This is an optimization exercise on Yosys and OpenROAD, whose aim is small area, not a production implementation.
The RTL was checked by simulation tests, not by an equivalence proof against the original design.
The clock input has no modelled driver; a real chip could not lean on it and would need a root buffer or a full tree.
Power is estimated from default activity; no workload was simulated.

// top
module top(
    input clk,
    input rst,
    input dht_data,
    output tx,
    output led_red,
    output led_green,
    output led_blue
);
Size: roughly 200 cells after synthesis, roughly 57 flip-flops, roughly 2200 µm² of cells after synthesis.
export LEC_CHECK = 0
export CAP_MARGIN = 20
export CORE_MARGIN = 2
export CORE_UTILIZATION = 55
export GPL_TIMING_DRIVEN = 0
export PLACE_DENSITY = 0.7
export SLEW_MARGIN = 20
create_clock -name core_clock -period 20.0 [get_ports {clk}]
standard.sh (not shown) runs the stock make flow with config.mk's settings and CLKGATE_MAP_FILE= SYNTH_SCRIPT=/design/flow/synth_recipe.tcl, a recipe that flattens the netlist after the stock synthesis.
==> flow/flow/run.sh <==
#!/bin/bash
# Own layout flow: the standard flow (standard.sh) with three changes:
#  - synthesis maps with an area-oriented ABC script (flow/area.abc) instead
#    of ORFS's speed script, and leaves adders to ABC (no ADDER_MAP_FILE)
#    instead of mapping them to half/full adder cells first; everything else
#    in synthesis is the standard flow's;
#  - ports are buffered with the smallest buffer (buf_1);
#  - CTS builds a one-level clock tree (flow/clock_tree.tcl: two buf_12,
#    each driving the registers of one half of the core) in place of
#    TritonCTS's H-tree; the rest of ORFS's cts.tcl (hold repair etc.) runs.
# Each tool's output stays in orfs/logs/; make's output goes to flow.log.
set -euo pipefail
W=$(pwd)
# ORFS scripts, with cts.tcl calling flow/clock_tree.tcl
rm -rf "$W/scripts"; cp -r "$FLOW_HOME/scripts" "$W/scripts"
sed -i 's|^log_cmd clock_tree_synthesis {\*}\$cts_args$|source '"$W"'/flow/clock_tree.tcl|' "$W/scripts/cts.tcl"
grep -q "flow/clock_tree.tcl" "$W/scripts/cts.tcl"
sed -i 's|^  log_cmd abc {\*}\$abc_args$|  log_cmd abc -script '"$W"'/flow/area.abc {*}[lrange $abc_args 2 end]|' "$W/scripts/synth.tcl"
grep -q "flow/area.abc" "$W/scripts/synth.tcl"
sed -e 's|SYNTH_SCRIPT=[^ ]*|SYNTH_SCRIPT='"$W"'/synth_recipe.tcl SCRIPTS_DIR='"$W"'/scripts CLOCK_BUF=sky130_fd_sc_hd__buf_12 CLOCK_GROUPS=2 ADDER_MAP_FILE= "BUFFER_PORTS_ARGS=-buffer_cell sky130_fd_sc_hd__buf_1"|' \
    standard.sh > "$W/my_standard.sh"
grep -q "SCRIPTS_DIR=" "$W/my_standard.sh"
bash "$W/my_standard.sh" > "$W/flow.log" 2>&1
==> flow/flow/area.abc <==
strash
ifraig
scorr
dc2
strash
&get -n
&deepsyn -T 10
&put
strash
dch -f
amap
topo
Other scripts of this flow, unchanged in this note and not shown: flow/flow/clock_tree.tcl
The first run went through all stages and came out clean.
==> next run, changes <==
CORE_UTILIZATION = 40   (was 55)
PLACE_DENSITY = not set   (was 0.7)
What happened: Clock skew is lower by 0.0053 ns; worst hold slack gets worse by 0.0037 ns; wire length is lower by 0.46%; clock power is higher by about 1%; critical path depth does not change; worst setup slack gets worse by 0.037 ns; total power is higher by 0.31%; fmax is lower by 0.65%; sequential power stays flat; core utilization is lower by 16 points; global-route usage is lower by 4.7 points.
==> next run, changes <==
CORE_UTILIZATION = 70   (was 40)
PLACE_DENSITY = 0.85   (was not set)
Wire length climbs by 8.3%.
Final area drops by 1.5%.
Clock skew hardly moves.
Maximum frequency barely changes.
Core utilization climbs by 34 points.
First-iteration DRC count climbs to 3.0 times its value.
==> next run, changes <==
==> flow/flow/area.abc (replaced) <==
strash
ifraig
scorr
dc2
strash
&get -n
&deepsyn -T 10
&dch -f
&nf -a -R 1000
&put
CORE_UTILIZATION = 40   (was 70)
PLACE_DENSITY = not set   (was 0.85)
What happened: Via count fell by roughly a tenth; final area is higher slightly; routed wire length goes down by a few percent; first-iteration DRC count came out lower by well over a third; final cell count went up by a few percent; clock power grows by a few percent; total power is higher slightly; global-route usage goes down by 10 points; setup slack improves by 0.049 ns; maximum frequency climbs slightly.
No run of this note takes its clock network from TritonCTS; it comes from the design's own scripts or RTL.

* * *

Another version of the RTL of top (not shown whole).
Size: roughly 230 cells after synthesis, about 59 flip-flops, roughly 7 I/O pins, ~0.0027 mm² of cells after synthesis.
Settings: LEC_CHECK=0, CAP_MARGIN=20, CORE_MARGIN=2, CORE_UTILIZATION=40, SLEW_MARGIN=20; clock period 20.0 ns.
run.sh (not shown) runs the stock make flow with config.mk's settings and CLKGATE_MAP_FILE= SYNTH_SCRIPT=/design/flow/synth_recipe.tcl, a recipe that flattens the netlist after the stock synthesis.
Stock flow here: none of the scripts above is used.
Then changed:
- CTS_BUF_LIST: unset -> sky130_fd_sc_hd__clkbuf_4
- CTS_CLUSTER_DIAMETER: unset -> 100
- CTS_CLUSTER_SIZE: unset -> 30
=> Clock-buffer cell count shrinks by 1; wire length falls by 0.97%; critical path depth stays the same; final area falls by 1.7%; fmax drops by 1.0%; global-route usage is about the same.

* * *

run 1:
Another version of the RTL of top (not shown whole).
Size in the first run: about 2500 sq um of cells after synthesis.
==> flow/config.mk <==
export PLATFORM = sky130hd
export DESIGN_NAME = top
export DESIGN_NICKNAME = top
export VERILOG_FILES = /design/flow/design.v
export SDC_FILE = /design/flow/constraint.sdc
export NUM_CORES = 4
export LEC_CHECK = 0
export CAP_MARGIN = 20
export CORE_MARGIN = 2
export CORE_UTILIZATION = 40
export CTS_BUF_LIST = sky130_fd_sc_hd__clkbuf_4
export CTS_CLUSTER_DIAMETER = 100
export CTS_CLUSTER_SIZE = 30
export SLEW_MARGIN = 20
==> flow/constraint.sdc <==
create_clock -name core_clock -period 20.0 [get_ports {clk}]
set_input_delay 4.0000 -clock core_clock [delete_from_list [all_inputs] [get_ports {clk}]]
set_output_delay 4.0000 -clock core_clock [all_outputs]
set_load 0.01 [all_outputs]
standard.sh (not shown) runs the stock make flow with config.mk's settings and CLKGATE_MAP_FILE= SYNTH_SCRIPT=/design/flow/synth_recipe.tcl, a recipe that flattens the netlist after the stock synthesis.
==> flow/flow/run.sh <==
#!/bin/bash
# Own layout flow: the standard flow (standard.sh) with two changes:
#  - synthesis maps with an area-oriented ABC script (flow/area.abc) instead
#    of ORFS's speed script; everything else in synthesis is the standard flow's;
#  - ports are buffered with the smallest buffer (buf_1).
# Each tool's output stays in orfs/logs/; make's output goes to flow.log.
set -euo pipefail
W=$(pwd)
sed 's|^  log_cmd abc {\*}\$abc_args$|  log_cmd abc -script '"$W"'/flow/area.abc {*}[lrange $abc_args 2 end]|' \
    "$FLOW_HOME/scripts/synth.tcl" > "$W/synth_area.tcl"
grep -q "flow/area.abc" "$W/synth_area.tcl"
sed 's|^source \$::env(SCRIPTS_DIR)/synth.tcl$|source '"$W"'/synth_area.tcl|' synth_recipe.tcl > "$W/synth_top.tcl"
grep -q "synth_area.tcl" "$W/synth_top.tcl"
sed -e 's|SYNTH_SCRIPT=[^ ]*|SYNTH_SCRIPT='"$W"'/synth_top.tcl "BUFFER_PORTS_ARGS=-buffer_cell sky130_fd_sc_hd__buf_1"|' \
    standard.sh > "$W/my_standard.sh"
grep -q "synth_top.tcl" "$W/my_standard.sh"
bash "$W/my_standard.sh" > "$W/flow.log" 2>&1
==> flow/flow/area.abc <==
strash
ifraig
scorr
dc2
strash
&get -n
&dch -f
&nf -a
&put
The following lists how run 2 was set up differently from run 1:
- PLACE_DENSITY: unset -> 0.75
- CORE_UTILIZATION: 40 -> 65
### Flow results
- Going from run 1 to run 2, the share of the core filled with cells in the final layout was found to have gone up by 28 points.
- From run 1 to run 2 the numbers moved as follows: clock skew flat; routed metal-1 wirelength down 8.1%; global-route wire length before repair up about 4%; leakage dissipation up 0.013 nW.
- Cmp run 2 vs run 1: count of clock-buffer cells in the layout higher in run 2
diff inputs: run 2 => run 3
- PLACE_DENSITY: 0.75 -> unset
- CORE_UTILIZATION: 65 -> 40
==> flow/run.sh (new file) <==
#!/bin/bash
# synth_recipe.tcl (not shown) runs the flow's synth.tcl, then flattens the netlist and writes it again
# the make line also repeats each setting of config.mk as NAME=value (left out here)
make -C /OpenROAD-flow-scripts/flow DESIGN_CONFIG=/design/flow/config.mk WORK_HOME=/design/flow/orfs CLKGATE_MAP_FILE= SYNTH_SCRIPT=/design/flow/synth_recipe.tcl finish
removed: flow/flow/run.sh
removed: flow/flow/area.abc
removed: flow/standard.sh
==> summary.txt <==
Run 3 vs run 2, placement-stage cell area went up by about 5%.
When run 3 is set beside run 2, its number of tap instances turns out to be 29 larger.
Compared with run 2, run 3 shows clock insertion delay at the later pin of the skew report higher by 0.03 ns.
Compared with run 2, run 3 is the more power-hungry design.
In the reports for run 2 and run 3, the smaller post-synthesis compound-gate area fraction belongs to run 2.
What run 4 does differently from run 3 at the input level:
- swapping 40 for 80 in CORE_UTILIZATION
- putting PLACE_DENSITY at 0.88 where nothing was set
==> flow/flow/run.sh (new file) <==
#!/bin/bash
# Own layout flow: the standard flow (standard.sh) with two changes:
#  - synthesis maps with an area-oriented ABC script (flow/area.abc) instead
#    of ORFS's speed script; everything else in synthesis is the standard flow's;
#  - ports are buffered with the smallest buffer (buf_1).
# Each tool's output stays in orfs/logs/; make's output goes to flow.log.
set -euo pipefail
W=$(pwd)
sed 's|^  log_cmd abc {\*}\$abc_args$|  log_cmd abc -script '"$W"'/flow/area.abc {*}[lrange $abc_args 2 end]|' \
    "$FLOW_HOME/scripts/synth.tcl" > "$W/synth_area.tcl"
grep -q "flow/area.abc" "$W/synth_area.tcl"
sed 's|^source \$::env(SCRIPTS_DIR)/synth.tcl$|source '"$W"'/synth_area.tcl|' synth_recipe.tcl > "$W/synth_top.tcl"
grep -q "synth_area.tcl" "$W/synth_top.tcl"
sed -e 's|SYNTH_SCRIPT=[^ ]*|SYNTH_SCRIPT='"$W"'/synth_top.tcl "BUFFER_PORTS_ARGS=-buffer_cell sky130_fd_sc_hd__buf_1"|' \
    standard.sh > "$W/my_standard.sh"
grep -q "synth_top.tcl" "$W/my_standard.sh"
bash "$W/my_standard.sh" > "$W/flow.log" 2>&1
==> flow/flow/area.abc (new file) <==
strash
ifraig
scorr
dc2
strash
&get -n
&dch -f
&nf -a
&put
==> flow/standard.sh (new file) <==
#!/bin/bash
# synth_recipe.tcl (not shown) runs the flow's synth.tcl, then flattens the netlist and writes it again
# the make line also repeats each setting of config.mk as NAME=value (left out here)
make -C /OpenROAD-flow-scripts/flow DESIGN_CONFIG=/design/flow/config.mk WORK_HOME=/design/flow/orfs CLKGATE_MAP_FILE= SYNTH_SCRIPT=/design/flow/synth_recipe.tcl "${@:-finish}"
removed: flow/run.sh
Between run 4 and run 3, the difference in logic gate share of total power is negligible. The flow did not stop early for run 4: all stages ran, and the layout cleared the timing, DRC and antenna checks. Run 4 — minimum period implied by the final worst setup slack 0.14 ns lower, run 3 as reference. Run 4 ended with less fraction of the mapped netlist area in compound gates than run 3. Going from run 3 to run 4, the synthesized instance count was found to have gone down by 3.3%. Looking at most congested layer reported by global routing, the met1 result is from run 3; the met2 one comes from run 4. Total power after layout came out lower on run 4 than on run 3. Compared to run 3, the routing of run 4 uses more wire.

-- what the ideal ports hide --
The flow's constraints put no driver on any port. The routed layouts listed below were extracted and timed again, unchanged, in two steps. Step 1 (the two cells are an assumption about what drives the block):
set clk [get_ports {clk}]
set_driving_cell -lib_cell sky130_fd_sc_hd__clkbuf_16 $clk
set_driving_cell -lib_cell sky130_fd_sc_hd__buf_2 [delete_from_list [all_inputs] $clk]
Step 2 adds t to the input delays and takes it off the output delays; t is the mean of the earliest and latest rising clock arrival at the registers after step 1. Input paths then give back, and output paths get back, about the clock's delay inside the block. Three values: ideal ports, drivers, drivers and shift; two values: the first two.
run | t, ns | setup WS [ns] | worst setup path after step 2 | worst data-port slew with drivers (ns)
the first run of note 1 | 0.185 | 14.320 / 14.272 / 14.457 | register to output | 0.03
the second run of note 1 | 0.186 | 14.283 / 14.234 / 14.421 | register to output | 0.03
the third run of note 1 | 0.180 | 14.298 / 14.250 / 14.430 | register to output | 0.03
the fourth run of note 1 | 0.184 | 14.347 / 14.299 / 14.483 | register to output | 0.03
the first run of note 2 | 0.362 | 13.620 / 13.593 / 13.955 | register to output | 0.03
the second run of note 2 | 0.420 | 13.556 / 13.531 / 13.951 | register to output | 0.03
run 1 | 0.406 | 13.643 / 13.619 / 14.025 | register to output | 0.03
run 2 | 0.404 | 13.612 / 13.587 / 13.991 | register to output | 0.03
run 3 | 0.434 | 13.545 / 13.519 / 13.953 | register to output | 0.03
run 4 | 0.398 | 13.688 / 13.662 / 14.060 | register to output | 0.03
After both steps setup and hold are still met in every run listed.
